This is an optimization exercise on Yosys and OpenROAD, whose aim is small area, not a production implementation. In this exercise RTL edits were held to simulation tests only and were not proved equivalent to the original. No activity file was given, so power comes from the tool's default toggle rates.

--- design/flow/design.v ---
`timescale 1ns / 1ps
`default_nettype none
module pwm_module(cclk, rstb, duty_cycle, tick, pwm_out);
	input  wire cclk, rstb;
	input  wire [7:0] duty_cycle;
	input  wire tick;
	output wire pwm_out;
	reg [7:0] cycle_count;
	assign pwm_out = (cycle_count < duty_cycle);
	always @(posedge cclk) begin
		if (~rstb)
			cycle_count <= 8'd0;
		else if (tick)
			cycle_count <= cycle_count + 8'd1;
	end
endmodule
`default_nettype wire
`timescale 1ns / 1ps
`default_nettype none
module CharDraw(input wire [5:0] e, input wire [3:0] spix, output wire on);
	localparam [1023:0] ROM = 1024'h00000000000000000000003ff5aeffaa0000002b767896bc0000002b75adfffe0000003fc1eced9600000000129202000000002a25e7fdfe0000003fe0ebe5320000001bf71d4b660000003be0eff9fe0000003ce7e7ad1600000000101022000000003b93eff9fe0000003fe7ffafea0000003f741f82fe0000003fe7ffbbfe;
	assign on = ROM[{spix, e}];
endmodule
`default_nettype wire
`timescale 1ns / 1ps
`default_nettype none
`default_nettype wire
`timescale 1ns / 1ps
`default_nettype none
module CharReceiver(cclk, rstb, inputCharBit, slots);
	input  wire cclk;
	input  wire rstb;
	input  wire inputCharBit;
	output reg  [155:0] slots;
	reg [5:0]  counter;    
	reg [6:0]  currChar;   
	reg [13:0] clkCounter;
	localparam [77:0] ROWINIT = {6'd37, 6'd36, 6'd35, 6'd34, 6'd33, 6'd32, 6'd31,
	                             6'd27, 6'd4, 6'd3, 6'd2, 6'd1, 6'd0};
	wire [5:0] enc = (currChar != 7'd0 && currChar <= 7'd37) ? currChar[5:0] : 6'd0;
	wire [161:0] ext = {enc, slots};   
	wire shift = (clkCounter != 14'd1) && counter >= 6'd8 && counter < 6'd34 && inputCharBit;
	localparam [155:0] INIT = {ROWINIT, ROWINIT};
	reg  [155:0] slots_d;
	integer i, b;
	always @* begin
		for (i = 0; i < 26; i = i + 1) begin : slot
			reg en, ld, hold;
			en   = shift && counter == i + 8;
			ld   = en & rstb;       
			hold = ~en & rstb;      
			for (b = 0; b < 6; b = b + 1)
				if (INIT[6*i+b])
					slots_d[6*i+b] = (~hold | slots[6*i+b]) & (~ld | ext[6*(i+1)+b]);
				else
					slots_d[6*i+b] = (ld & ext[6*(i+1)+b]) | (hold & slots[6*i+b]);
		end
	end
	always @(posedge cclk) slots <= slots_d;
	always @(posedge cclk) begin
		if (~rstb) begin
			counter <= 6'd9;
			currChar <= 7'd27;
			clkCounter <= 14'd0;
		end
		else begin
			if (clkCounter == 14'd1) begin
				if (inputCharBit == 1'b0 && counter == 6'd34)
					counter <= 6'd0;
				else if (counter < 6'd8) begin
					if (counter != 6'd7) currChar[counter[2:0]] <= inputCharBit;
					counter <= counter + 6'd1;
				end
			end
			else if (shift)
				counter <= counter + 6'd1;
			if (clkCounter == (10417) - 1)
				clkCounter <= 14'd0;
			else
				clkCounter <= clkCounter + 14'd1;
		end
	end
endmodule
`default_nettype wire
`timescale 1ns / 1ps
`default_nettype none
module ScreenMux(cclk, rstb, x, y, slots, bg_red, bg_green, bg_blue, tft_red, tft_green, tft_blue);
	input  wire cclk, rstb;
	input  wire [9:0] x;
	input  wire [8:0] y;
	input  wire [155:0] slots;
	input  wire [7:0] bg_red, bg_green, bg_blue;
	output wire [7:0] tft_red, tft_green, tft_blue;
	wire lmode = (y >= 9'd184);        
	reg [3:0] k;
	reg [1:0] sc;
	reg [3:0] sub;
	wire idle    = (sc == 2'd3) && (sub == 4'd5);
	wire colend  = (sc == 2'd3) ? (sub == 4'd4) : (sub == (lmode ? 4'd7 : 4'd9));
	wire last    = lmode ? (k == 4'd4 || k == 4'd7 || k == 4'd11 || k == 4'd12) : (k == 4'd12);
	wire load    = lmode ? (x == 10'd6 || x == 10'd195 || x == 10'd341) : (x == 10'd4);
	wire [3:0] k0 = x[8] ? 4'd8 : x[7] ? 4'd5 : 4'd0;
	always @(posedge cclk) begin
		if (~rstb) begin
			k <= 4'd12; sc <= 2'd3; sub <= 4'd5;
		end
		else if (load) begin
			k <= (lmode ? k0 : 4'd0); sc <= 2'd0; sub <= 4'd0;
		end
		else if (!idle) begin
			if (!colend)
				sub <= sub + 4'd1;
			else if (sc != 2'd3) begin
				sub <= 4'd0; sc <= sc + 2'd1;
			end
			else if (last)
				sub <= 4'd5;
			else begin
				sub <= 4'd0; sc <= 2'd0; k <= k + 4'd1;
			end
		end
	end
	wire r1 = (y >= 9'd5)  && (y < 9'd55);
	wire r2 = (y >= 9'd60) && (y < 9'd110);
	reg [2:0] csr;
	integer i;
	always @* begin
		csr = 3'd0;
		for (i = 0; i < 5; i = i + 1)
			if ((y >= 5 + 10*i && y < 15 + 10*i) || (y >= 60 + 10*i && y < 70 + 10*i))
				csr = i;
	end
	wire       lrow = (y >= 9'd184) && (y < 9'd224);
	wire [2:0] lsr  = y[5:3] - 3'd7;    
	reg [5:0] lcode;
	always @* begin
		case (k)
			4'd0: lcode = 6'd19;  4'd1: lcode = 6'd16;  4'd2: lcode = 6'd1;    
			4'd3: lcode = 6'd3;   4'd4: lcode = 6'd5;                          
			4'd5: lcode = 6'd20;  4'd6: lcode = 6'd1;   4'd7: lcode = 6'd16;   
			4'd8: lcode = 6'd19;  4'd9: lcode = 6'd5;   4'd10: lcode = 6'd14;  
			default: lcode = 6'd4;                                             
		endcase
	end
	reg [5:0] code;
	integer j;
	always @* begin
		code = 6'd0;
		for (j = 0; j < 26; j = j + 1)
			code = code | ({6{k == j % 13 && r2 == (j >= 13)}} & slots[6*j +: 6]);
	end
	wire [5:0] e    = lmode ? lcode : code;
	wire [2:0] sr   = lmode ? lsr : csr;
	wire glyph_on;
	CharDraw rom(.e(e), .spix(sr * 4'd3 + sc), .on(glyph_on));
	wire obj_on = (lmode ? lrow : (r1 | r2)) && sc != 2'd3 && glyph_on;
	wire mrow     = (y >= 9'd120) && (y < 9'd130);
	wire morse_on = mrow && ((x >= 10'd255 && x < 10'd275) || (x >= 10'd280 && x < 10'd300));
	reg pix;
	always @(posedge cclk) begin
		if (~rstb) pix <= 1'b0;
		else       pix <= obj_on | morse_on;
	end
	wire in_box  = (((y >= 9'd5) && (y < 9'd115)) || lrow) && !idle ||
	               (mrow && (x >= 10'd180) && (x < 10'd305));
	wire in_line = (y == 9'd136) ||
	               ((x == 10'd160 || x == 10'd320) && y >= 9'd136 && y < 9'd272);
	wire fg      = in_box | in_line;
	wire fgval   = in_box ? pix : 1'b1;
	assign tft_red   = fg ? {8{fgval}} : bg_red;
	assign tft_green = fg ? {8{fgval}} : bg_green;
	assign tft_blue  = fg ? {8{fgval}} : bg_blue;
endmodule
`default_nettype wire
`timescale 1ns / 1ps
`default_nettype none
module tft_driver(
	input wire cclk, rstb,
	input wire inputCharBit,
	input wire [7:0] switch,
	output wire tft_backlight, tft_data_ena,
	output wire tft_display, tft_vdd,
	output wire [7:0] tft_red, tft_green, tft_blue,
	input wire [7:0] bg_red, bg_green, bg_blue,
	output reg [(10-1):0] x,
	output reg [(9-1):0] y,
	output wire new_frame
);
wire [155:0] slots;
reg on;   
pwm_module PWM (.cclk(cclk), .rstb(rstb), .duty_cycle(switch), .tick(x[0]), .pwm_out(tft_backlight));
CharReceiver receiver(.cclk(cclk), .rstb(rstb), .inputCharBit(inputCharBit), .slots(slots));
ScreenMux screenMux(.cclk(cclk), .rstb(rstb), .x(x), .y(y), .slots(slots),
                    .bg_red(bg_red), .bg_green(bg_green), .bg_blue(bg_blue),
                    .tft_red(tft_red), .tft_green(tft_green), .tft_blue(tft_blue));
assign tft_data_ena = (x > 480 || y > 272) ? 0 : 1;
assign new_frame = (x == 0 && y == 0) ? 1 : 0;
assign tft_vdd = on;
assign tft_display = on;
always @(posedge cclk) begin
  if(~rstb) begin
    x <= 0;
    y <= 0;
    on <= 0;
  end
  else begin
    on <= 1;
    if (x == (480 + 45)) begin
      x <= 0;
      if (y == (272 + 16))
        y <= 0;
      else
        y <= y + 1;
    end
    else
      x <= x + 1;
  end
end
endmodule
`default_nettype wire
--- design/flow/flow/run.sh ---
#!/bin/bash
# Standard layout, unchanged.
bash standard.sh > standard.log 2>&1
--- design/flow/config.mk ---
export PLATFORM = sky130hd
export DESIGN_NAME = tft_driver
export DESIGN_NICKNAME = tft_driver
export VERILOG_FILES = /design/flow/design.v
export SDC_FILE = /design/flow/constraint.sdc
export NUM_CORES = 4
export LEC_CHECK = 0
export ABC_AREA = 1
export CAP_MARGIN = 20
export CORE_MARGIN = 2
export CORE_UTILIZATION = 40
export PLACE_DENSITY = 0.6
export SLEW_MARGIN = 20
--- design/flow/constraint.sdc ---
create_clock -name core_clock -period 10.0 [get_ports {cclk}]
set_input_delay 2.0000 -clock core_clock [delete_from_list [all_inputs] [get_ports {cclk}]]
set_output_delay 2.0000 -clock core_clock [all_outputs]
set_load 0.01 [all_outputs]
--- design/flow/standard.sh ---
#!/bin/bash
# synth_recipe.tcl (not shown) runs the flow's synth.tcl, then flattens the netlist and writes it again
# the make line also repeats each setting of config.mk as NAME=value (left out here)
make -C /OpenROAD-flow-scripts/flow DESIGN_CONFIG=/design/flow/config.mk WORK_HOME=/design/flow/orfs CLKGATE_MAP_FILE= SYNTH_SCRIPT=/design/flow/synth_recipe.tcl "${@:-finish}"
==> results.sh, run 1 <==
export IMPL_status="complete, no violations"
export IMPL_numCtsBuffers=26
export IMPL_place_hpwl_um=31700
export IMPL_postLayoutSetupSlackWorst_ns=3.81
export IMPL_synth_top_cell_area_share=0.349
export IMPL_antenna_found_initial=0
export IMPL_fp_dieW_um=184
export IMPL_routed_wl_um=42000
export IMPL_clock_path_buffers=3
export IMPL_synth_edf_count=0
export IMPL_powerDensity_nw_per_um2=147
export IMPL_fin_crit_sh=0.619
export IMPL_cp_top_family="buffers and inverters"
export IMPL_cp_cell_sequence="clkdlybuf4s50_1 -> inv_1 -> ha_1 -> a21boi_0 -> o211ai_1 -> nand2_1 -> a21oi_1 -> nor2_1 -> o21ai_0 -> nand2_1 -> a21oi_1 -> clkdlybuf4s50_1"
export IMPL_final_util=0.462
export IMPL_ir_drop_v=0.000130
export IMPL_fillCellCount=3328
export IMPL_vias=13191
export IMPL_gr_total_overflow=0
export IMPL_die_h_um=184
export IMPL_cp_start_kind="input pin"
export IMPL_critPathMaxStageDelay_ns=0.54
export IMPL_maxCapViolCount=0
export IMPL_tns_ns=0
export IMPL_dieArea_um2=34000
export IMPL_grt_pass1_wl_um=66600
export IMPL_timing_fmax_mhz=162
export IMPL_layout_drive_gt1_share=0.0442
export IMPL_area_growth_pct=14.7
export IMPL_postCtsSetupRepairBufs=0
export IMPL_synthCells=1945
export IMPL_place_gp_congestion=0.960
export IMPL_hold_viol=0
export IMPL_avgRoutedWirePerCell_um=17.1
export IMPL_worstSetupEndpointType="output port"
export IMPL_synth_main_ff_cell="dfxtp_1"
export IMPL_slew_viol_final=0
export IMPL_fin_crit_ns=6.19
export IMPL_cp_arrival_ns=4.19
export IMPL_async_flop_share=0
export IMPL_critPathSlowestCell="clkdlybuf4s50_1"
export IMPL_drc=0
export IMPL_drt_pass1_iter_count=5
export IMPL_cts_tree="yes"
export IMPL_p_leak_nw=6.42
export IMPL_synth_top_cell_by_area="dfxtp_1"
export IMPL_report_power_total_mw=2.19
export IMPL_synth_most_common_cell="nand2_1"
export IMPL_rsz0062_at_grt="no"
export IMPL_cts_sinks=227
export IMPL_grt_max_degree=93
export IMPL_pin_count=83
export IMPL_grt_pass1_vias=12354
export IMPL_synth_commonest_cells="349 x nand2_1, 328 x inv_1, 248 x nand3_1"
export IMPL_vias_per_cell=5.37
export IMPL_synth_fp_nets=2031
export IMPL_hold_path_class="flop to flop"
export IMPL_clock_root_buffer="clkbuf_16"
export IMPL_synth_warnings=4
export IMPL_syn_area_um2=13000
export IMPL_required_ns=8.00
export IMPL_drtIter0Drc=1164
export IMPL_synth_seq_cells=227
export IMPL_relSlewSlack=0.198
export IMPL_ant_nets=0
export IMPL_path_clk_slew_ns=0.06
export IMPL_setup_viol=0
export IMPL_worst_pin_slew_ns=1.20
export IMPL_portBuffers=82
export IMPL_final_net_count=2083
export IMPL_cts_hold_buf=0
export IMPL_grt_util_all_layers=0.245
export IMPL_cts_resized=0
export IMPL_synthTopCellsByArea="dfxtp_1 35%, nand2_1 10%, nand3_1 9.5%"
export IMPL_syn_area_per_cell_um2=6.69
export IMPL_crit_type="input pin to output port"
export IMPL_clk_latency_ns=0.56
export IMPL_antenna_cells=0
export IMPL_coreArea_um2=32300
export IMPL_ys_types=53
export IMPL_post_place_ws_ns=3.81
export IMPL_num_rows=66
export IMPL_ys_seq_area_frac=0.349
export IMPL_cts_htree_levels=1
export IMPL_start_util=0.403
export IMPL_cp_max_fo=1
export IMPL_path_buf_inv=3
export IMPL_skew_ns=0.0391
==> layout by cell type, fill, tap and decap left out, types with 4 or more instances in the layout <==
cell type / instances
xor2_1: 6
nor3_1: 44
o22ai_1: 118
xnor2_1: 4
dfxtp_1: 227
nand2_2: 13
inv_1: 328
or2_2: 4
o21a_1: 4
inv_2: 5
ha_1: 49
nand2_4: 5
clkdlybuf4s50_1: 81
nor2_1: 171
nor2_2: 6
nand2_1: 349
o211ai_1: 9
nand3_1: 248
clkbuf_1: 7
buf_4: 6
a21oi_1: 58
clkinv_2: 5
o21ai_0: 114
nand4_1: 53
clkbuf_16: 26
nor4_1: 7
o21ai_1: 7
a31oi_1: 7
==> metal layers <==
layer	track usage	vias to the layer above	part of all wire
li1	-	6580	-
met1	0.324	6041	0.44
met2	0.403	482	0.46
met3	0.0253	88	0.059
met4	0.107	0	0.045
met5	0	-	0
==> area by class of cell <==
type | count | area [um^2] | share of cell area
sequential | 227 | 4540 | 0.304
clock inverter | 11 | 140 | 0.00939
timing repair buffer | 87 | 856 | 0.0573
clock buffer | 34 | 691 | 0.0463
inverter | 338 | 1270 | 0.0853
multi-input combinational | 1317 | 6870 | 0.460
tap | 442 | 553 | 0.0370
==> worst register-to-register path: cells and delay by family, from the launching register on <==
kind,cells,cell delay [ns]
AOI/OAI and AO/OA,2,0.15
adders and majority gates,2,0.67
buffers and inverters,3,0.78
DFF,1,0.55
and+or+nand+nor,22,3.09
==> registers in the layout (all words and copies together), names as in the netlist <==
| signal | cells |
|---|---|
| x | 10 |
| y | 9 |
| screenMux.sc | 2 |
| screenMux.sub | 4 |
| screenMux.pix | 1 |
| receiver.currChar | 7 |
| receiver.clkCounter | 14 |
| screenMux.k | 4 |
| receiver.slots | 156 |
| receiver.counter | 6 |
| screenMux.lcode | 5 |
| on | 1 |
| PWM.cycle_count | 8 |
==> through the flow <==
stage          hold slack [ns]  instance area [um^2]  instances
3_5_place_dp             0.460                 14100       2411
5_1_grt                  0.485                 14900       2456
4_1_cts                  0.471                 14900       2456
6_report                 0.462                 14900       2456
3_3_place_gp             0.445                 14100       2411
2_1_floorplan            0.427                 13000       1945
==> cell families after synthesis <==
group / after synthesis / synth area share
AND/OR/NAND/NOR: 911 / 0.314
buffers and inverters: 401 / 0.125
AO/OA/AOI/OAI: 345 / 0.155
flip-flops: 227 / 0.349
adder cells (fa/ha/maj): 51 / 0.0502
XOR/XNOR: 10 / 0.00673
==> worst paths after layout <==
kind,startpoint,slack [ns],to,cells past startpoint
worst max-delay path,switch[1],3.81,tft_backlight,12
worst min-delay path,PWM.cycle_count[7]$_SDFFE_PN0P_,0.46,PWM.cycle_count[7]$_SDFFE_PN0P_,1
worst max register to register,y[3]$_SDFFE_PN0P_,4.63,screenMux.pix$_SDFF_PN0_,29
worst min register to register,PWM.cycle_count[7]$_SDFFE_PN0P_,0.46,PWM.cycle_count[7]$_SDFFE_PN0P_,1
==> power by group <==
group / switching, mW / total (mW) / internal, mW
Clock: 0.395 / 0.935 / 0.540
Sequential: 0.0157 / 0.935 / 0.919
Combinational: 0.214 / 0.325 / 0.110
==> run 2, diff against run 1 <==
==> design/flow/run.sh (new file) <==
#!/bin/bash
# synth_recipe.tcl (not shown) runs the flow's synth.tcl, then flattens the netlist and writes it again
# the make line also repeats each setting of config.mk as NAME=value (left out here)
make -C /OpenROAD-flow-scripts/flow DESIGN_CONFIG=/design/flow/config.mk WORK_HOME=/design/flow/orfs CLKGATE_MAP_FILE= SYNTH_SCRIPT=/design/flow/synth_recipe.tcl finish
removed: design/flow/flow/run.sh
removed: design/flow/standard.sh
==> results.sh, run 2 <==
export IMPL_status="complete, no violations"
export IMPL_reg2reg_to="screenMux.pix$_SDFF_PN0_"
export IMPL_clkPwrFrac=0.426
export IMPL_skew_ns=0.0391
export IMPL_pin_count=83
export IMPL_fin_crit_ns=6.19
export IMPL_worstHoldStart="PWM.cycle_count[7]$_SDFFE_PN0P_"
export IMPL_clock_root_buffer="clkbuf_16"
export IMPL_layout_drive_gt1_share=0.0442
export IMPL_area_growth_pct=14.7
export IMPL_cp_arrival_ns=4.19
export IMPL_synth_top_cell_by_area="dfxtp_1"
export IMPL_ir_drop_v=0.000130
export IMPL_fin_crit_sh=0.619
export IMPL_cts_tree="yes"
export IMPL_grt_pass1_vias=12354
export IMPL_synth_main_ff_cell="dfxtp_1"
export IMPL_top_regs="receiver.slots x156, receiver.clkCounter x14, x x10"
export IMPL_drt_pass1_iter_count=5
export IMPL_final_net_count=2083
export IMPL_synth_edf_count=0
export IMPL_required_ns=8.00
export IMPL_gr_total_overflow=0
export IMPL_synth_most_common_cell="nand2_1"
export IMPL_final_cell_mix="349 x nand2_1, 328 x inv_1, 248 x nand3_1"
export IMPL_syn_area_um2=13000
export IMPL_grt_util_all_layers=0.245
export IMPL_powerDensity_nw_per_um2=147
export IMPL_portBuffers=82
export IMPL_die_h_um=184
export IMPL_cts_resized=0
export IMPL_largest_register="receiver.slots"
export IMPL_synth_adder_area_share=0.0502
export IMPL_r2r_cells=29
export IMPL_largest_reg_flops=156
export IMPL_tns_ns=0
export IMPL_dieArea_um2=34000
export IMPL_synthCells=1945
export IMPL_drc=0
export IMPL_cts_sinks=227
export IMPL_start_util=0.403
export IMPL_clock_path_buffers=3
export IMPL_timing_fmax_mhz=162
export IMPL_cts_htree_levels=1
export IMPL_async_flop_share=0
export IMPL_final_common_cell="nand2_1"
export IMPL_vias=13191
export IMPL_synth_top_cell_area_share=0.349
export IMPL_p_leak_nw=6.42
export IMPL_hold_end="PWM.cycle_count[7]$_SDFFE_PN0P_"
export IMPL_hold_path_cell_count=1
export IMPL_slew_viol_final=0
export IMPL_crit_type="input pin to output port"
export IMPL_cp_start_kind="input pin"
export IMPL_grt_max_degree=93
export IMPL_numCtsBuffers=26
export IMPL_setup_viol=0
export IMPL_sw_frac_of_total=0.285
export IMPL_ant_nets=0
export IMPL_comb_power_share=0.148
export IMPL_synthTopCellsByArea="dfxtp_1 35%, nand2_1 10%, nand3_1 9.5%"
export IMPL_synth_seq_cells=227
export IMPL_place_hpwl_um=31700
export IMPL_num_rows=66
export IMPL_routed_wl_um=42000
export IMPL_rsz0062_at_grt="no"
export IMPL_coreArea_um2=32300
export IMPL_avgRoutedWirePerCell_um=17.1
export IMPL_yosys_area_share_xor_xnor=0.00673
export IMPL_maxCapViolCount=0
export IMPL_hold_viol=0
export IMPL_ys_seq_area_frac=0.349
export IMPL_switchingPower_mw=0.625
export IMPL_postLayoutSetupSlackWorst_ns=3.81
export IMPL_synth_commonest_cells="349 x nand2_1, 328 x inv_1, 248 x nand3_1"
export IMPL_vias_per_cell=5.37
export IMPL_post_place_ws_ns=3.81
export IMPL_synth_compound_area_frac=0.155
export IMPL_seq_power_share=0.426
export IMPL_worstSetupEndpointType="output port"
export IMPL_grt_pass1_wl_um=66600
export IMPL_final_util=0.462
export IMPL_synth_warnings=4
export IMPL_hold_path_class="flop to flop"
export IMPL_muxShareOfSynthArea=0
export IMPL_place_gp_congestion=0.960
export IMPL_syn_area_per_cell_um2=6.69
export IMPL_report_power_total_mw=2.19
export IMPL_postCtsSetupRepairBufs=0
export IMPL_antenna_found_initial=0
export IMPL_fp_dieW_um=184
export IMPL_worst_pin_slew_ns=1.20
export IMPL_yosys_area_share_simple=0.314
export IMPL_cp_max_fo=1
export IMPL_antenna_cells=0
export IMPL_synth_top_family_by_area="simple AND/OR/NAND/NOR gates"
export IMPL_clk_latency_ns=0.56
export IMPL_r2r_start="y[3]$_SDFFE_PN0P_"
export IMPL_ys_types=53
export IMPL_path_clk_slew_ns=0.06
export IMPL_cts_hold_buf=0
export IMPL_relSlewSlack=0.198
export IMPL_drtIter0Drc=1164
export IMPL_synth_fp_nets=2031
export IMPL_intPower_mw=1.57
export IMPL_reg2reg_slack_ns=4.63
==> run 2: power by group through the flow <==
stage / Clock (mW) / Combinational (mW) / Sequential [mW]
detailed placement: 0 / 0.319 / 0.955
global route: 0.987 / 0.368 / 0.937
finish: 0.935 / 0.325 / 0.935
CTS: 0.954 / 0.321 / 0.935
global placement: 0 / 0.318 / 0.955
floorplan: 0 / 0.227 / 0.950
==> run 2: kinds of logic (layout without fill, tap and decap cells) <==
| logic type | count (synthesis) | in the layout |
|---|---|---|
| adders and majority gates | 51 | 51 |
| AOI/OAI and AO/OA | 345 | 345 |
| xor gates and xnor gates | 10 | 10 |
| and+or+nand+nor | 911 | 911 |
| DFF | 227 | 227 |
| buffers and inverters | 401 | 470 |
==> run 2: how the worst max path moves through the flow <==
stage	start	end	slack, ns	cells past startpoint
finish	switch[1]	tft_backlight	3.81	12
global route	switch[1]	tft_backlight	3.62	12
CTS	y[1]$_SDFFE_PN0P_	tft_red[7]	3.77	13
detailed placement	switch[1]	tft_backlight	3.81	12
global placement	switch[1]	tft_backlight	3.77	12
floorplan	switch[1]	tft_backlight	4.84	10
==> run 2: critical path, stage by stage <==
cell and delay [ns]:
clkdlybuf4s50_1 0.45, inv_1 0.04, ha_1 0.27, a21boi_0 0.12
o211ai_1 0.16, nand2_1 0.08, a21oi_1 0.15, nor2_1 0.05
o21ai_0 0.14, nand2_1 0.06, a21oi_1 0.12, clkdlybuf4s50_1 0.54
==> run 2: per-stage QoR <==
step,hold WS (ns),instance area (um^2),cells
2_1_floorplan,0.427,13000,1945
4_1_cts,0.471,14900,2456
3_5_place_dp,0.460,14100,2411
3_3_place_gp,0.445,14100,2411
6_report,0.462,14900,2456
5_1_grt,0.485,14900,2456
==> run 2: cell type report <==
| cell class | instances | area [um^2] |
|---|---|---|
| clock buffers | 34 | 691 |
| clock inverters | 11 | 140 |
| fillers | 3328 | 17400 |
| inverters | 338 | 1270 |
| multi-input cells | 1317 | 6870 |
| flip-flops and latches | 227 | 4540 |
| well taps | 442 | 553 |
| repair buffers | 87 | 856 |
==> run 2: per-layer routing <==
layer,wire (um),track usage,up-vias
met4,1870,0.107,0
met1,18500,0.324,6041
li1,-,-,6580
met3,2500,0.0253,88
met5,0,0,-
met2,19100,0.403,482
==> run 3, diff against run 2 <==
==> design/flow/flow/run.sh (new file) <==
#!/bin/bash
# Standard synthesis, then the combinational logic re-mapped by ABC with an
# area-oriented script (flip-flops kept as the standard synthesis made them,
# same instances and names), then the standard layout with 1x port buffers.
set -euo pipefail
R=$PWD/orfs/results/$FLOW_PLATFORM/tft_driver/base
LIB=$FLOW_HOME/platforms/sky130hd/lib/sky130_fd_sc_hd__tt_025C_1v80.lib
YOSYS=$(command -v yosys || echo /OpenROAD-flow-scripts/tools/install/yosys/bin/yosys)

bash standard.sh $R/1_2_yosys.v > synth.log 2>&1
cp $R/1_2_yosys.v $R/1_2_yosys_standard.v

cat > remap.ys <<EOF
read_liberty -ignore_miss_func $LIB
read_verilog $R/1_2_yosys_standard.v
hierarchy -top $FLOW_TOP
setattr -mod -set keep_hierarchy 1 sky130_fd_sc_hd__dfxtp_*
flatten
delete t:\$scopeinfo
opt_clean
stat -liberty $LIB
opt -fast
abc -liberty $LIB -dont_use sky130_fd_sc_hd__lpflow_* -dont_use sky130_fd_sc_hd__probe* -script $PWD/flow/remap.abc
opt_clean -purge
hilomap -singleton -hicell sky130_fd_sc_hd__conb_1 HI -locell sky130_fd_sc_hd__conb_1 LO
insbuf -buf sky130_fd_sc_hd__buf_4 A X
splitnets
opt_clean -purge
stat -liberty $LIB
hierarchy -top $FLOW_TOP
blackbox sky130_fd_sc_hd__dfxtp_*
write_verilog -noattr -noexpr -nohex -nodec $R/1_2_yosys.v
EOF
$YOSYS -l remap.log remap.ys > /dev/null 2>&1
touch $R/1_2_yosys.v

bash standard.sh BUFFER_PORTS_ARGS="-buffer_cell sky130_fd_sc_hd__buf_1" finish > layout.log 2>&1
==> design/flow/flow/remap.abc (new file) <==
strash; ifraig; scorr; dc2; strash; &get -n; &dch -f; &nf -R 1000 -C 32; &put
==> design/flow/standard.sh (new file) <==
#!/bin/bash
# synth_recipe.tcl (not shown) runs the flow's synth.tcl, then flattens the netlist and writes it again
# the make line also repeats each setting of config.mk as NAME=value (left out here)
make -C /OpenROAD-flow-scripts/flow DESIGN_CONFIG=/design/flow/config.mk WORK_HOME=/design/flow/orfs CLKGATE_MAP_FILE= SYNTH_SCRIPT=/design/flow/synth_recipe.tcl "${@:-finish}"
removed: design/flow/run.sh
==> results.sh, run 3 <==
export IMPL_intPower_mw=1.61
export IMPL_hold_viol=0
export IMPL_syn_area_per_cell_um2=8.72
export IMPL_sw_frac_of_total=0.255
export IMPL_cp_start_kind="flop"
export IMPL_antenna_cells=0
export IMPL_worst_pin_slew_ns=1.15
export IMPL_final_net_count=1370
export IMPL_timing_fmax_mhz=171
export IMPL_skew_ns=0.0143
export IMPL_worstHoldStart="receiver.slots[104]$_DFF_P_"
export IMPL_comb_power_share=0.101
export IMPL_maxCapViolCount=0
export IMPL_final_cell_mix="227 x dfxtp_1, 131 x nor2_1, 102 x nand2_1"
export IMPL_path_buf_inv=1
export IMPL_avgRoutedWirePerCell_um=20.5
export IMPL_setup_viol=0
export IMPL_place_gp_congestion=0.932
export IMPL_vias_per_cell=6.26
export IMPL_p_leak_nw=4.44
export IMPL_critPathSlowestCell="a31oi_4"
export IMPL_dieArea_um2=28000
export IMPL_portBuffers=82
export IMPL_postLayoutSetupSlackWorst_ns=4.17
export IMPL_gr_total_overflow=0
export IMPL_clock_path_buffers=3
export IMPL_cp_cell_sequence="or3_1 -> nor4b_1 -> a311oi_1 -> o21a_1 -> a31oi_4 -> nor2_1 -> a31oi_4 -> a41o_1 -> buf_1"
export IMPL_powerDensity_nw_per_um2=175
export IMPL_cp_max_fo=26
export IMPL_syn_area_um2=10700
export IMPL_path_clk_slew_ns=0.06
export IMPL_start_util=0.408
export IMPL_fin_crit_ns=5.83
export IMPL_gr_max_usage_layer="met2"
export IMPL_ant_nets=0
export IMPL_critPathMaxStageDelay_ns=0.61
export IMPL_largest_register="receiver.slots"
export IMPL_postCtsSetupRepairBufs=0
export IMPL_numCtsBuffers=25
export IMPL_switchingPower_mw=0.554
export IMPL_dp_cells=1642
export IMPL_cts_tree="yes"
export IMPL_cts_sinks=227
export IMPL_area_growth_pct=16.4
export IMPL_largest_reg_flops=156
export IMPL_grt_pass1_vias=9776
export IMPL_grt_pass1_wl_um=54500
export IMPL_routed_wl_um=34500
export IMPL_worstSetupEndpointType="output port"
export IMPL_fp_dieW_um=167
export IMPL_drc=0
export IMPL_synth_warnings=4
export IMPL_fin_crit_sh=0.583
export IMPL_clkPwrFrac=0.465
export IMPL_final_area_um2=12400
export IMPL_cts_hold_buf=0
export IMPL_seq_power_share=0.434
export IMPL_cp_top_family="compound AO/OA/AOI/OAI gates"
export IMPL_pin_count=83
export IMPL_synth_fp_nets=1258
export IMPL_top_regs="receiver.slots x156, receiver.clkCounter x14, x x10"
export IMPL_hold_path_class="flop to flop"
export IMPL_rsz0062_at_grt="no"
export IMPL_ir_drop_v=0.000164
export IMPL_crit_path_start="y[8]$_SDFFE_PN0P_"
export IMPL_cts_htree_levels=1
export IMPL_final_common_cell="dfxtp_1"
export IMPL_dpl_cell_area_um2=11400
export IMPL_grt_max_degree=55
export IMPL_cts_resized=0
export IMPL_die_h_um=167
export IMPL_clk_latency_ns=0.55
export IMPL_required_ns=8.00
export IMPL_tns_ns=0
export IMPL_r2r_start="screenMux.k[0]$_SDFFE_PN0P_"
export IMPL_drt_pass1_iter_count=9
export IMPL_crit_type="flop to output port"
export IMPL_place_hpwl_um=24600
export IMPL_num_rows=59
export IMPL_drtIter0Drc=1454
export IMPL_synthCells=1223
export IMPL_layout_drive_gt1_share=0.0569
export IMPL_cp_arrival_ns=3.83
export IMPL_use_met2=0.382
export IMPL_crit_top_cell="a31oi_4"
export IMPL_antenna_found_initial=0
export IMPL_coreArea_um2=26100
export IMPL_grt_use_met1=0.331
export IMPL_grt_util_all_layers=0.238
export IMPL_post_place_ws_ns=4.19
export IMPL_slew_viol_final=0
export IMPL_vias=10569
export IMPL_status="complete, no violations"
export IMPL_final_util=0.475
export IMPL_clock_root_buffer="clkbuf_16"
export IMPL_relSlewSlack=0.228
export IMPL_fin_cells=1688
export IMPL_use_met3=0.0409
[run 3: stage by stage]
| step | power (mW) | hold slack (ns) |
|---|---|---|
| after global placement | 1.17 | 0.451 |
| after global routing | 2.25 | 0.478 |
| after CTS | 2.18 | 0.463 |
| after detailed placement | 1.17 | 0.454 |
| final | 2.17 | 0.464 |
| after floorplan | 1.11 | 0.423 |
[run 3: final timing paths]
path / endpoint / slack, ns / depth (start not counted)
worst max-delay path: tft_red[0] / 4.17 / 9
worst min-delay path: receiver.slots[104]$_DFF_P_ / 0.46 / 2
worst max register to register: screenMux.pix$_SDFF_PN0_ / 4.99 / 19
worst min register to register: receiver.slots[104]$_DFF_P_ / 0.46 / 2
[run 3: metal layers]
layer  up-vias  part of all wire
met5         -                 0
met2       475              0.45
met4         0             0.026
met3        67             0.078
li1       5042                 -
met1      4985              0.44
[run 3: cell type report]
| type | instances | area, um^2 |
|---|---|---|
| clock buffers | 30 | 684 |
| clock inverters | 15 | 224 |
| fillers | 2561 | 13700 |
| inverters | 35 | 131 |
| multi-input cells | 941 | 5920 |
| flip-flops and latches | 227 | 4540 |
| well taps | 335 | 419 |
| repair buffers | 105 | 482 |
[run 3: power by group through the flow]
stage                     Sequential (mW)  Combinational, mW  Clock [mW]
after floorplan                     0.955              0.152           0
after global placement              0.961              0.214           0
after detailed placement            0.961              0.212           0
after CTS                           0.941              0.213        1.02
after global routing                0.944              0.241        1.06
final                               0.941              0.218        1.01
[run 3: worst min-delay path: stages, from the launching register on]
cell and delay [ns]:
dfxtp_1 0.32, clkinv_1 0.05, a21oi_1 0.05

## port drivers added, routing unchanged
The flow's constraints put no driver on any port. The routed layouts listed below were extracted and timed again, unchanged, in two steps. Step 1, drivers: a clkbuf_16 drives cclk and a buf_2 each remaining input, both assumed. Step 2 adds t to the input delays and takes it off the output delays; t is the mean of the earliest and latest rising clock arrival at the registers after step 1. Input paths then give back, and output paths get back, about the clock's delay inside the block. a / b / c = ideal / step 1 / step 2; a / b = the first two.
run | t, ns | setup WS [ns] | worst setup path after step 2
run 1 | 0.597 | 3.812 / 3.788 / 3.788 | input to output
run 2 | 0.597 | 3.812 / 3.788 / 3.788 | input to output
run 3 | 0.585 | 4.165 / 4.116 / 4.702 | register to output
After both steps every run listed still meets setup and hold.
